Context: an optimization exercise on an open-source flow, tuned for small area, a short achievable clock period and few clock cycles. The choices shown serve that exercise and are no tape-out recipe.
Only simulation tests tie the RTL to the original design; equivalence was not proved.
No activity file was given, so power comes from the tool's default toggle rates.

==> inputs of trial 77 <==
==> flow/design.v (excerpt) <==
module process (
        input                clk,
        input                rst,
        input  [23:0]        in_pix,
        output [7:0]         str_addr,
        input  [15:0]        str_data,
        output reg [5:0]     row, col,
        output reg           out_we,
        output [23:0]        out_pix,
        output reg           gray_done,
        output reg           compress_done,
        output reg           encode_done
    );
	localparam PH_GRAY = 2'd0, PH_CMP = 2'd1, PH_ENC = 2'd2, PH_DONE = 2'd3;
	localparam C_P1 = 2'd0, C_P3 = 2'd1, C_P2 = 2'd2, C_WT = 2'd3;
	localparam E_RD = 2'd0, E_AL = 2'd1, E_WK = 2'd2;
	localparam T_NONE = 2'd0, T_P1 = 2'd1, T_P2 = 2'd2, T_ER = 2'd3;
	reg [1:0]  ph;
	reg [1:0]  gs;           
	reg [1:0]  cp;           
	reg [1:0]  ep;           
	reg [7:0]  g_q;          
	reg [1:0]  v_tag;        
	reg [1:0]  d_tag;        
	reg [3:0]  d_k;          
	reg [23:0] in_q;
	reg [11:0] S;            
	reg [11:0] D;            
	reg [4:0]  beta;
	reg [15:0] bm;           
	reg        div_go, div_rdy;
	reg [3:0]  dcnt;
	reg [7:0]  num, qh, ql, avgB;
	reg [3:0]  rh, rl;
	reg [15:0] val;          
	reg [7:0]  q0, oth;
	reg        found;
	reg [3:0]  s;            
	reg [3:0]  p;            
	wire [7:0] blk = {row[5:2], col[5:2]};
	wire [3:0] k   = {row[1:0], col[1:0]};
	assign out_pix  = {8'd0, g_q, 8'd0};
	assign str_addr = blk;
	wire [7:0] G = in_q[15:8];
	wire [7:0] cr = in_q[23:16], cg = in_q[15:8], cb = in_q[7:0];
	wire       rg  = cr > cg;
	wire [7:0] mx1 = rg ? cr : cg;
	wire [7:0] mn1 = rg ? cg : cr;
	wire [7:0] mx  = (cb > mx1) ? cb : mx1;
	wire [7:0] mn  = (cb < mn1) ? cb : mn1;
	wire [8:0] mm  = mx + mn;
	wire [7:0] avg  = S[11:4];
	wire [8:0] diff = {1'b0, G} - {1'b0, avg};
	wire       ge   = ~diff[8];
	wire [4:0] dl   = 5'd16 - beta;
	wire [4:0] th   = {rh, num[7]};
	wire [4:0] tl   = {rl, num[7]};
	wire       gh   = th >= beta;
	wire       gl   = tl >= dl;
	wire [4:0] th2  = th - beta;
	wire [4:0] tl2  = tl - dl;
	wire [12:0] sad = {D, 1'b0} - {9'd0, S[3:0]};
	function [1:0] madd3;   
		input [1:0] a, b;
		case ({a, b})
		4'b0000, 4'b0110, 4'b1001: madd3 = 2'd0;
		4'b0001, 4'b0100, 4'b1010: madd3 = 2'd1;
		4'b0010, 4'b1000, 4'b0101: madd3 = 2'd2;
		default:                   madd3 = 2'bxx;
		endcase
	endfunction
  ...
clock: 25.0 ns
lec_check: 0
cap_margin: 20
core_margin: 2
core_utilization: 40
slew_margin: 20
run.sh (not shown) runs the stock make flow with config.mk's settings and CLKGATE_MAP_FILE= SYNTH_SCRIPT=/design/flow/synth_recipe.tcl, a recipe that flattens the netlist after the stock synthesis.
==> trial 6: changes against trial 77 <==
==> flow/design.v (replaced) <==
`timescale 1ns / 1ps
module process (
        input                clk,
        input                rst,
        input  [23:0]        in_pix,
        output [7:0]         str_addr,
        input  [15:0]        str_data,
        output reg [5:0]     row, col,
        output reg           out_we,
        output [23:0]        out_pix,
        output reg           gray_done,
        output reg           compress_done,
        output reg           encode_done
    );
	localparam PH_GRAY = 2'd0, PH_CMP = 2'd1, PH_ENC = 2'd2, PH_DONE = 2'd3;
	localparam C_P1 = 2'd0, C_P3 = 2'd1, C_P2 = 2'd2;
	localparam E_RD = 2'd0, E_AL = 2'd1, E_WK = 2'd2;
	localparam T_NONE = 2'd0, T_P1 = 2'd1, T_P2 = 2'd2, T_ER = 2'd3;
	reg [1:0]  ph;
	reg [1:0]  gs;           
	reg [1:0]  cp;           
	reg [1:0]  ep;           
	reg [7:0]  g_q;          
	reg [1:0]  v_tag;        
	reg [1:0]  d_tag;        
	reg [3:0]  d_k;          
	reg [23:0] in_q;
	reg [11:0] S;            
	reg [11:0] D;            
	reg [4:0]  beta;
	reg [15:0] bm;           
	reg [15:0] qv;           
	reg [7:0]  x0;           
	reg [7:0]  x1;           
	reg [3:0]  x2;           
	reg [3:0]  x3;           
	reg        x4;           
	wire [7:0] qh = qv[15:8], ql = qv[7:0], avgB = x0, num = x1;
	wire [3:0] rh = x2, rl = x3;
	wire       first = x4;
	wire [15:0] val = qv;
	wire [7:0] q0 = x0, oth = x1;
	wire [3:0] s = x2, p = x3;
	wire       found = x4;
	wire [7:0] blk = {row[5:2], col[5:2]};
	wire [3:0] k   = {row[1:0], col[1:0]};
	assign out_pix  = {8'd0, g_q, 8'd0};
	assign str_addr = blk;
	wire [7:0] G = in_q[15:8];
	wire [7:0] cr = in_q[23:16], cg = in_q[15:8], cb = in_q[7:0];
	wire       rg  = cr >= cg, rb = cr >= cb, gb = cg >= cb;
	wire [7:0] mx  = (rg & rb) ? cr : gb ? cg : cb;
	wire [7:0] mn  = (~rg & ~rb) ? cr : gb ? cb : cg;
	wire [8:0] mm  = mx + mn;
	wire [7:0] avg  = S[11:4];
	wire [8:0] diff = {1'b0, G} - {1'b0, avg};
	wire       ge   = ~diff[8];
	wire [4:0] dl   = 5'd16 - beta;
	wire [4:0] th   = {rh, num[7]};
	wire [4:0] tl   = {rl, num[7]};
	wire       gh   = th >= beta;
	wire       gl   = tl >= dl;
	wire [4:0] th2  = th - beta;
	wire [4:0] tl2  = tl - dl;
	wire [12:0] sad = {D, 1'b0} - {9'd0, S[3:0]};
	function [1:0] madd3;   
		input [1:0] a, b;
		case ({a, b})
		4'b0000, 4'b0110, 4'b1001: madd3 = 2'd0;
		4'b0001, 4'b0100, 4'b1010: madd3 = 2'd1;
		4'b0010, 4'b1000, 4'b0101: madd3 = 2'd2;
		default:                   madd3 = 2'bxx;
		endcase
	endfunction
	function [2:0] step3;
		input [1:0] r;
		input       b;
		case ({r, b})
		3'b000:  step3 = 3'b0_00;
		3'b001:  step3 = 3'b0_01;
		3'b010:  step3 = 3'b0_10;
		3'b011:  step3 = 3'b1_00;
		3'b100:  step3 = 3'b1_01;
		3'b101:  step3 = 3'b1_10;
		default: step3 = 3'bxxx;
		endcase
	endfunction
	reg [1:0]  pre [0:7];    
	reg [1:0]  rin;
	reg [2:0]  t1, t0;
	reg [15:0] v3;
	reg [1:0]  r3;
	integer i, l, bs;
	always @(*) begin
		for (i = 0; i < 8; i = i + 1)
			pre[i] = (val[15-2*i -: 2] == 2'd3) ? 2'd0 : val[15-2*i -: 2];
		for (l = 0; l < 3; l = l + 1)
			for (i = 0; i < 8; i = i + 1)
				if ((i >> l) & 1) begin
					bs = ((i >> (l + 1)) << (l + 1)) + (1 << l) - 1;
					pre[i] = madd3(pre[bs], pre[i]);
				end
		r3 = pre[7];
		for (i = 0; i < 8; i = i + 1) begin
			rin = (i == 0) ? 2'd0 : pre[i-1];
			t1 = step3(rin, val[15-2*i]);
			t0 = step3(t1[1:0], val[14-2*i]);
			v3[15-2*i] = t1[2];
			v3[14-2*i] = t0[2];
		end
	end
	wire [3:0] s_al = found ? s : (G != q0) ? 4'd15 : 4'd1;
	wire [3:0] sx   = (ep == E_AL) ? s_al : s;
	wire [3:0] pc   = (ep == E_AL) ? 4'd1 : p;
	wire [3:0] pp   = (pc == sx) ? pc + 4'd1 : pc;
	wire       eqp  = (ep == E_AL) ? bm[pp + 4'd1] : bm[pp];
	wire [7:0] lvl  = eqp ? q0 : oth;
	reg [5:0] n_row, n_col;
	reg       n_we;
	reg [1:0] n_tag;
	reg [1:0] nb_ph, nb_cp, nb_ep;
	reg [7:0] n_blk;
	reg [3:0] n_k;
	reg       p3go;
	always @(posedge clk) begin
		in_q  <= in_pix;
		d_tag <= v_tag;
		d_k   <= k;
		case (d_tag)
		T_P1: S <= (d_k == 4'd0 ? 12'd0 : S) + G;
		T_P2: begin
			D    <= (d_k == 4'd0 ? 12'd0 : D) + (ge ? {4'd0, diff[7:0]} : 12'd0);
			beta <= (d_k == 4'd0 ? 5'd0 : beta) + ge;
			bm   <= {bm[14:0], ge};
		end
		T_ER: begin
			bm <= {(G == q0) | (d_k == 4'd0), bm[15:1]};
			if (d_k == 4'd0) begin
				x0 <= G;
				x4 <= 1'b0;
			end else if (!found && G != q0) begin
				x4 <= 1'b1;
				x2 <= d_k;
				x1 <= G;
			end
		end
		default: ;
		endcase
		if (ph == PH_CMP && cp == C_P1) begin
			if (k == 4'd1) begin
				x1 <= sad[11:4];
				x0 <= avg;
				x2 <= 4'd0;
				x3 <= 4'd0;
			end else if (k >= 4'd2 && k <= 4'd12) begin
				x1 <= {num[6:0], 1'b0};
				x2 <= gh ? th2[3:0] : th[3:0];
				x3 <= gl ? tl2[3:0] : tl[3:0];
				qv <= {qh[6:0], gh, ql[6:0], gl};
			end
		end
		gray_done     <= 1'b0;
		compress_done <= 1'b0;
		n_we  = 1'b0;
		n_tag = T_NONE;
		nb_ph = ph;
		nb_cp = cp;
		nb_ep = ep;
		n_blk = blk;
		n_k   = 4'd0;
		n_row = row;
		n_col = col;
		p3go  = 1'b0;
		case (ph)
		PH_GRAY: begin
			g_q <= mm[8:1];
			gs  <= gs + 2'd1;
			n_col[0] = ~col[0];
			if (gs == 2'd3)
				{n_row, n_col[5:1]} = {row, col[5:1]} + 11'd1;
			n_we = ~gs[1] & gs[0] | gs[1] & ~gs[0];
			if (gs == 2'd3 && {row, col} == 12'hfff) begin
				gray_done <= 1'b1;
				nb_ph = PH_CMP;
				nb_cp = C_P1;
				n_tag = T_P1;
				n_we  = 1'b0;
				x4 <= 1'b1;
			end
		end
		PH_CMP: begin
			case (cp)
			C_P1: if (k != 4'd15) begin
					n_tag = T_P1; n_k = k + 4'd1;
				end else if (first) begin
					nb_cp = C_P2; n_tag = T_P2; x4 <= 1'b0;
				end else begin
					n_blk = blk - 8'd1;
					nb_cp = C_P3; p3go = 1'b1;
				end
			C_P3: if (k != 4'd15) begin
					n_k = k + 4'd1; p3go = 1'b1;
				end else if (blk != 8'd255) begin
					n_blk = blk + 8'd1;
					nb_cp = C_P2; n_tag = T_P2;
				end else begin
					compress_done <= 1'b1;
					nb_ph = PH_ENC;
					nb_ep = E_RD;
					n_blk = 8'd0;
					n_tag = T_ER;
				end
			C_P2: if (k != 4'd15) begin
					n_tag = T_P2; n_k = k + 4'd1;
				end else begin
					n_blk = blk + 8'd1;
					nb_cp = C_P1; n_tag = T_P1;
				end
			default: ;
			endcase
			if (p3go) begin
				g_q <= bm[15] ? avgB + qh : avgB - ql;
				bm  <= {bm[14:0], 1'b0};
				n_we = 1'b1;
			end
			n_row = {n_blk[7:4], n_k[3:2]};
			n_col = {n_blk[3:0], n_k[1:0]};
		end
		PH_ENC: begin
			case (ep)
			E_RD: begin
				if (k == 4'd0)
					qv <= str_data;
				if (k != 4'd15) begin
					n_tag = T_ER; n_k = k + 4'd1;
				end else
					nb_ep = E_AL;
			end
			default: begin
				if (ep == E_AL)
					x2 <= s_al;
				nb_ep = E_WK;
				if (val != 16'd0) begin
					qv <= v3;
					x3 <= pp + 4'd1;
					n_k = pp;
					if (r3 != 2'd0) begin
						n_we = 1'b1;
						g_q  <= (r3 == 2'd1) ? lvl + 8'd1 : lvl - 8'd1;
					end
				end else if (blk != 8'd255) begin
					n_blk = blk + 8'd1;
					nb_ep = E_RD;
					n_tag = T_ER;
				end else begin
					nb_ph = PH_DONE;
					encode_done <= 1'b1;
				end
			end
			endcase
			n_row = {n_blk[7:4], n_k[3:2]};
			n_col = {n_blk[3:0], n_k[1:0]};
		end
		default: ;
		endcase
		ph     <= nb_ph;
		cp     <= nb_cp;
		ep     <= nb_ep;
		v_tag  <= n_tag;
		out_we <= n_we;
		row    <= n_row;
		col    <= n_col;
		if (rst) begin
			ph <= PH_GRAY;
			gs <= 2'd0;
			v_tag <= T_NONE;
			d_tag <= T_NONE;
			out_we <= 1'b0;
			row <= 6'd0;
			col <= 6'd0;
			gray_done <= 1'b0;
			compress_done <= 1'b0;
			encode_done <= 1'b0;
		end
	end
endmodule
==> flow/flow/run.sh (new file) <==
#!/bin/bash
# The standard layout, with ORFS's repair_timing aiming for a setup slack
# of at least 19.5 ns at the design's 25 ns clock, so that the port buffers and
# slow drivers on the longest paths are sized for speed. make's full output
# goes to standard.log; ORFS keeps each step's log under orfs/logs.
set -euo pipefail
bash standard.sh SETUP_SLACK_MARGIN=19.5 finish > standard.log 2>&1
==> flow/standard.sh (new file) <==
#!/bin/bash
# synth_recipe.tcl (not shown) runs the flow's synth.tcl, then flattens the netlist and writes it again
# the make line also repeats each setting of config.mk as NAME=value (left out here)
make -C /OpenROAD-flow-scripts/flow DESIGN_CONFIG=/design/flow/config.mk WORK_HOME=/design/flow/orfs CLKGATE_MAP_FILE= SYNTH_SCRIPT=/design/flow/synth_recipe.tcl "${@:-finish}"
removed: flow/run.sh
==> trial 71: changes against trial 77 <==
==> flow/design.v (replaced) <==
`timescale 1ns / 1ps
module process (
        input                clk,
        input                rst,
        input  [23:0]        in_pix,
        output [7:0]         str_addr,
        input  [15:0]        str_data,
        output reg [5:0]     row, col,
        output reg           out_we,
        output [23:0]        out_pix,
        output reg           gray_done,
        output reg           compress_done,
        output reg           encode_done
    );
	localparam PH_GRAY = 2'd0, PH_CMP = 2'd1, PH_ENC = 2'd2, PH_DONE = 2'd3;
	localparam C_P1 = 2'd0, C_P3 = 2'd1, C_P2 = 2'd2;
	localparam E_RD = 2'd0, E_AL = 2'd1, E_WK = 2'd2;
	localparam T_NONE = 2'd0, T_P1 = 2'd1, T_P2 = 2'd2, T_ER = 2'd3;
	reg [1:0]  ph;
	reg [1:0]  gs;           
	reg [1:0]  cp;           
	reg [1:0]  ep;           
	reg [7:0]  g_q;          
	reg [1:0]  v_tag;        
	reg [1:0]  d_tag;        
	reg [3:0]  d_k;          
	reg [23:0] in_q;
	reg [11:0] S;            
	reg [11:0] D;            
	reg [4:0]  beta;
	reg [15:0] bm;           
	reg [15:0] qv;           
	reg [7:0]  x0;           
	reg [7:0]  x1;           
	reg [3:0]  x2;           
	reg [3:0]  x3;           
	reg        x4;           
	wire [7:0] qh = qv[15:8], ql = qv[7:0], avgB = x0, num = x1;
	wire [3:0] rh = x2, rl = x3;
	wire       first = x4;
	wire [15:0] val = qv;
	wire [7:0] q0 = x0, oth = x1;
	wire [3:0] s = x2, p = x3;
	wire       found = x4;
	wire [7:0] blk = {row[5:2], col[5:2]};
	wire [3:0] k   = {row[1:0], col[1:0]};
	assign out_pix  = {8'd0, g_q, 8'd0};
	assign str_addr = blk;
	wire [7:0] G = in_q[15:8];
	wire [7:0] cr = in_q[23:16], cg = in_q[15:8], cb = in_q[7:0];
	wire       rg  = cr >= cg, rb = cr >= cb, gb = cg >= cb;
	wire [7:0] mx  = (rg & rb) ? cr : gb ? cg : cb;
	wire [7:0] mn  = (~rg & ~rb) ? cr : gb ? cb : cg;
	wire [8:0] mm  = mx + mn;
	wire [7:0] avg  = S[11:4];
	wire [8:0] diff = {1'b0, G} - {1'b0, avg};
	wire       ge   = ~diff[8];
	wire [4:0] dl   = 5'd16 - beta;
	wire [4:0] th   = {rh, num[7]};
	wire [4:0] tl   = {rl, num[7]};
	wire       gh   = th >= beta;
	wire       gl   = tl >= dl;
	wire [4:0] th2  = th - beta;
	wire [4:0] tl2  = tl - dl;
	wire [12:0] sad = {D, 1'b0} - {9'd0, S[3:0]};
	function [1:0] madd3;   
		input [1:0] a, b;
		case ({a, b})
		4'b0000, 4'b0110, 4'b1001: madd3 = 2'd0;
		4'b0001, 4'b0100, 4'b1010: madd3 = 2'd1;
		4'b0010, 4'b1000, 4'b0101: madd3 = 2'd2;
		default:                   madd3 = 2'bxx;
		endcase
	endfunction
	function [2:0] step3;
		input [1:0] r;
		input       b;
		case ({r, b})
		3'b000:  step3 = 3'b0_00;
		3'b001:  step3 = 3'b0_01;
		3'b010:  step3 = 3'b0_10;
		3'b011:  step3 = 3'b1_00;
		3'b100:  step3 = 3'b1_01;
		3'b101:  step3 = 3'b1_10;
		default: step3 = 3'bxxx;
		endcase
	endfunction
	reg [1:0]  pre [0:7];    
	reg [1:0]  rin;
	reg [2:0]  t1, t0;
	reg [15:0] v3;
	reg [1:0]  r3;
	integer i, l, bs;
	always @(*) begin
		for (i = 0; i < 8; i = i + 1)
			pre[i] = (val[15-2*i -: 2] == 2'd3) ? 2'd0 : val[15-2*i -: 2];
		for (l = 0; l < 3; l = l + 1)
			for (i = 0; i < 8; i = i + 1)
				if ((i >> l) & 1) begin
					bs = ((i >> (l + 1)) << (l + 1)) + (1 << l) - 1;
					pre[i] = madd3(pre[bs], pre[i]);
				end
		r3 = pre[7];
		for (i = 0; i < 8; i = i + 1) begin
			rin = (i == 0) ? 2'd0 : pre[i-1];
			t1 = step3(rin, val[15-2*i]);
			t0 = step3(t1[1:0], val[14-2*i]);
			v3[15-2*i] = t1[2];
			v3[14-2*i] = t0[2];
		end
	end
	wire [3:0] s_al = found ? s : (G != q0) ? 4'd15 : 4'd1;
	wire [3:0] sx   = (ep == E_AL) ? s_al : s;
	wire [3:0] pc   = (ep == E_AL) ? 4'd1 : p;
	wire [3:0] pp   = (pc == sx) ? pc + 4'd1 : pc;
	wire       eqp  = (ep == E_AL) ? bm[pp + 4'd1] : bm[pp];
	wire [7:0] lvl  = eqp ? q0 : oth;
	reg [5:0] n_row, n_col;
	reg       n_we;
	reg [1:0] n_tag;
	reg [1:0] nb_ph, nb_cp, nb_ep;
	reg [7:0] n_blk;
	reg [3:0] n_k;
	reg       p3go;
	always @(posedge clk) begin
		in_q  <= in_pix;
		d_tag <= v_tag;
		d_k   <= k;
		case (d_tag)
		T_P1: S <= (d_k == 4'd0 ? 12'd0 : S) + G;
		T_P2: begin
			D    <= (d_k == 4'd0 ? 12'd0 : D) + (ge ? {4'd0, diff[7:0]} : 12'd0);
			beta <= (d_k == 4'd0 ? 5'd0 : beta) + ge;
			bm   <= {bm[14:0], ge};
		end
		T_ER: begin
			bm <= {(G == q0) | (d_k == 4'd0), bm[15:1]};
			if (d_k == 4'd0) begin
				x0 <= G;
				x4 <= 1'b0;
			end else if (!found && G != q0) begin
				x4 <= 1'b1;
				x2 <= d_k;
				x1 <= G;
			end
		end
		default: ;
		endcase
		if (ph == PH_CMP && cp == C_P1) begin
			if (k == 4'd1) begin
				x1 <= sad[11:4];
				x0 <= avg;
				x2 <= 4'd0;
				x3 <= 4'd0;
			end else if (k >= 4'd2 && k <= 4'd12) begin
				x1 <= {num[6:0], 1'b0};
				x2 <= gh ? th2[3:0] : th[3:0];
				x3 <= gl ? tl2[3:0] : tl[3:0];
				qv <= {qh[6:0], gh, ql[6:0], gl};
			end
		end
		gray_done     <= 1'b0;
		compress_done <= 1'b0;
		n_we  = 1'b0;
		n_tag = T_NONE;
		nb_ph = ph;
		nb_cp = cp;
		nb_ep = ep;
		n_blk = blk;
		n_k   = 4'd0;
		n_row = row;
		n_col = col;
		p3go  = 1'b0;
		case (ph)
		PH_GRAY: begin
			g_q <= mm[8:1];
			gs  <= gs + 2'd1;
			n_col[0] = ~col[0];
			if (gs == 2'd3)
				{n_row, n_col[5:1]} = {row, col[5:1]} + 11'd1;
			n_we = ~gs[1] & gs[0] | gs[1] & ~gs[0];
			if (gs == 2'd3 && {row, col} == 12'hfff) begin
				gray_done <= 1'b1;
				nb_ph = PH_CMP;
				nb_cp = C_P1;
				n_tag = T_P1;
				n_we  = 1'b0;
				x4 <= 1'b1;
			end
		end
		PH_CMP: begin
			case (cp)
			C_P1: if (k != 4'd15) begin
					n_tag = T_P1; n_k = k + 4'd1;
				end else if (first) begin
					nb_cp = C_P2; n_tag = T_P2; x4 <= 1'b0;
				end else begin
					n_blk = blk - 8'd1;
					nb_cp = C_P3; p3go = 1'b1;
				end
			C_P3: if (k != 4'd15) begin
					n_k = k + 4'd1; p3go = 1'b1;
				end else if (blk != 8'd255) begin
					n_blk = blk + 8'd1;
					nb_cp = C_P2; n_tag = T_P2;
				end else begin
					compress_done <= 1'b1;
					nb_ph = PH_ENC;
					nb_ep = E_RD;
					n_blk = 8'd0;
					n_tag = T_ER;
				end
			C_P2: if (k != 4'd15) begin
					n_tag = T_P2; n_k = k + 4'd1;
				end else begin
					n_blk = blk + 8'd1;
					nb_cp = C_P1; n_tag = T_P1;
				end
			default: ;
			endcase
			if (p3go) begin
				g_q <= bm[15] ? avgB + qh : avgB - ql;
				bm  <= {bm[14:0], 1'b0};
				n_we = 1'b1;
			end
			n_row = {n_blk[7:4], n_k[3:2]};
			n_col = {n_blk[3:0], n_k[1:0]};
		end
		PH_ENC: begin
			case (ep)
			E_RD: begin
				if (k == 4'd0)
					qv <= str_data;
				if (k != 4'd15) begin
					n_tag = T_ER; n_k = k + 4'd1;
				end else
					nb_ep = E_AL;
			end
			default: begin
				if (ep == E_AL)
					x2 <= s_al;
				nb_ep = E_WK;
				if (val != 16'd0) begin
					qv <= v3;
					x3 <= pp + 4'd1;
					n_k = pp;
					if (r3 != 2'd0) begin
						n_we = 1'b1;
						g_q  <= (r3 == 2'd1) ? lvl + 8'd1 : lvl - 8'd1;
					end
				end else if (blk != 8'd255) begin
					n_blk = blk + 8'd1;
					nb_ep = E_RD;
					n_tag = T_ER;
				end else begin
					nb_ph = PH_DONE;
					encode_done <= 1'b1;
				end
			end
			endcase
			n_row = {n_blk[7:4], n_k[3:2]};
			n_col = {n_blk[3:0], n_k[1:0]};
		end
		default: ;
		endcase
		ph     <= nb_ph;
		cp     <= nb_cp;
		ep     <= nb_ep;
		v_tag  <= n_tag;
		out_we <= n_we;
		row    <= n_row;
		col    <= n_col;
		if (rst) begin
			ph <= PH_GRAY;
			gs <= 2'd0;
			v_tag <= T_NONE;
			d_tag <= T_NONE;
			out_we <= 1'b0;
			row <= 6'd0;
			col <= 6'd0;
			gray_done <= 1'b0;
			compress_done <= 1'b0;
			encode_done <= 1'b0;
		end
	end
endmodule
==> run notes <==
item	trial 77	trial 71	trial 6
Worst Hold Launch	col[0]$_SDFFE_PP0P_	v_tag[1]$_SDFF_PP0_	v_tag[0]$_SDFF_PP0_
Largest stage delay on the critical path	0.68 ns	0.65 ns	0.42 ns
Width of the die	190 um	180 um	180 um
Simple-gate area share of the yosys netlist	15.1%	15.6%	15.6%
Top_reg_cell synth	sky130_fd_sc_hd__edfxtp_1	sky130_fd_sc_hd__dfxtp_1	sky130_fd_sc_hd__dfxtp_1
Total global-route track usage	18.4%	20.8%	21.0%
Net Sw Frac	37.7%	47.7%	46.9%
Clock share of power	22.8%	13.0%	13.5%
Most common cell after layout, fill and taps aside	sky130_fd_sc_hd__nor2_1	sky130_fd_sc_hd__a21oi_1	-
Clk pin slew, worst setup/hold paths	0.08 ns	0.06 ns	0.07 ns
Netlist area before placement	13,800 um^2	12,400 um^2	12,400 um^2
Run status	complete, no violations	complete, no violations	complete, no violations
Hold Slack	0.434 ns	0.442 ns	0.439 ns
Yosys top cell by area	sky130_fd_sc_hd__edfxtp_1	sky130_fd_sc_hd__dfxtp_1	sky130_fd_sc_hd__dfxtp_1
Testbench counts of trial 77, summed over its fixed seeds: cycles 436,486.
Testbench counts of trial 6, summed over its fixed seeds: cycles 436,518.
Testbench counts of trial 71, summed over its fixed seeds: cycles 436,518.

-- afterwards: timing with drivers on the ports --
Ports are ideal in the flow. The routed layouts listed here were re-timed in OpenROAD.
Step 1 sets driving cells, clkbuf_16 on the clock port and buf_2 on the other inputs (assumed; they add their load-dependent delay and slew).
Step 2 moves the port delays by t, midway between the first and last clock arrival at a register: inputs arrive t later, outputs are due t later. That takes back most of the time a late clock gives input paths.
Three values: ideal, step 1, step 2; two values: the first two.
| run | t, ns | setup WS [ns] | worst setup path at the end |
|---|---|---|---|
| trial 77 | 0.501 | 18.223 / 18.171 / 18.672 | register to output |
| trial 6 | 0.490 | 18.976 / 18.925 / 19.091 | input to register |
| trial 71 | 0.481 | 18.280 / 18.229 / 18.449 | input to register |
After both steps setup and hold are still met in every run listed.
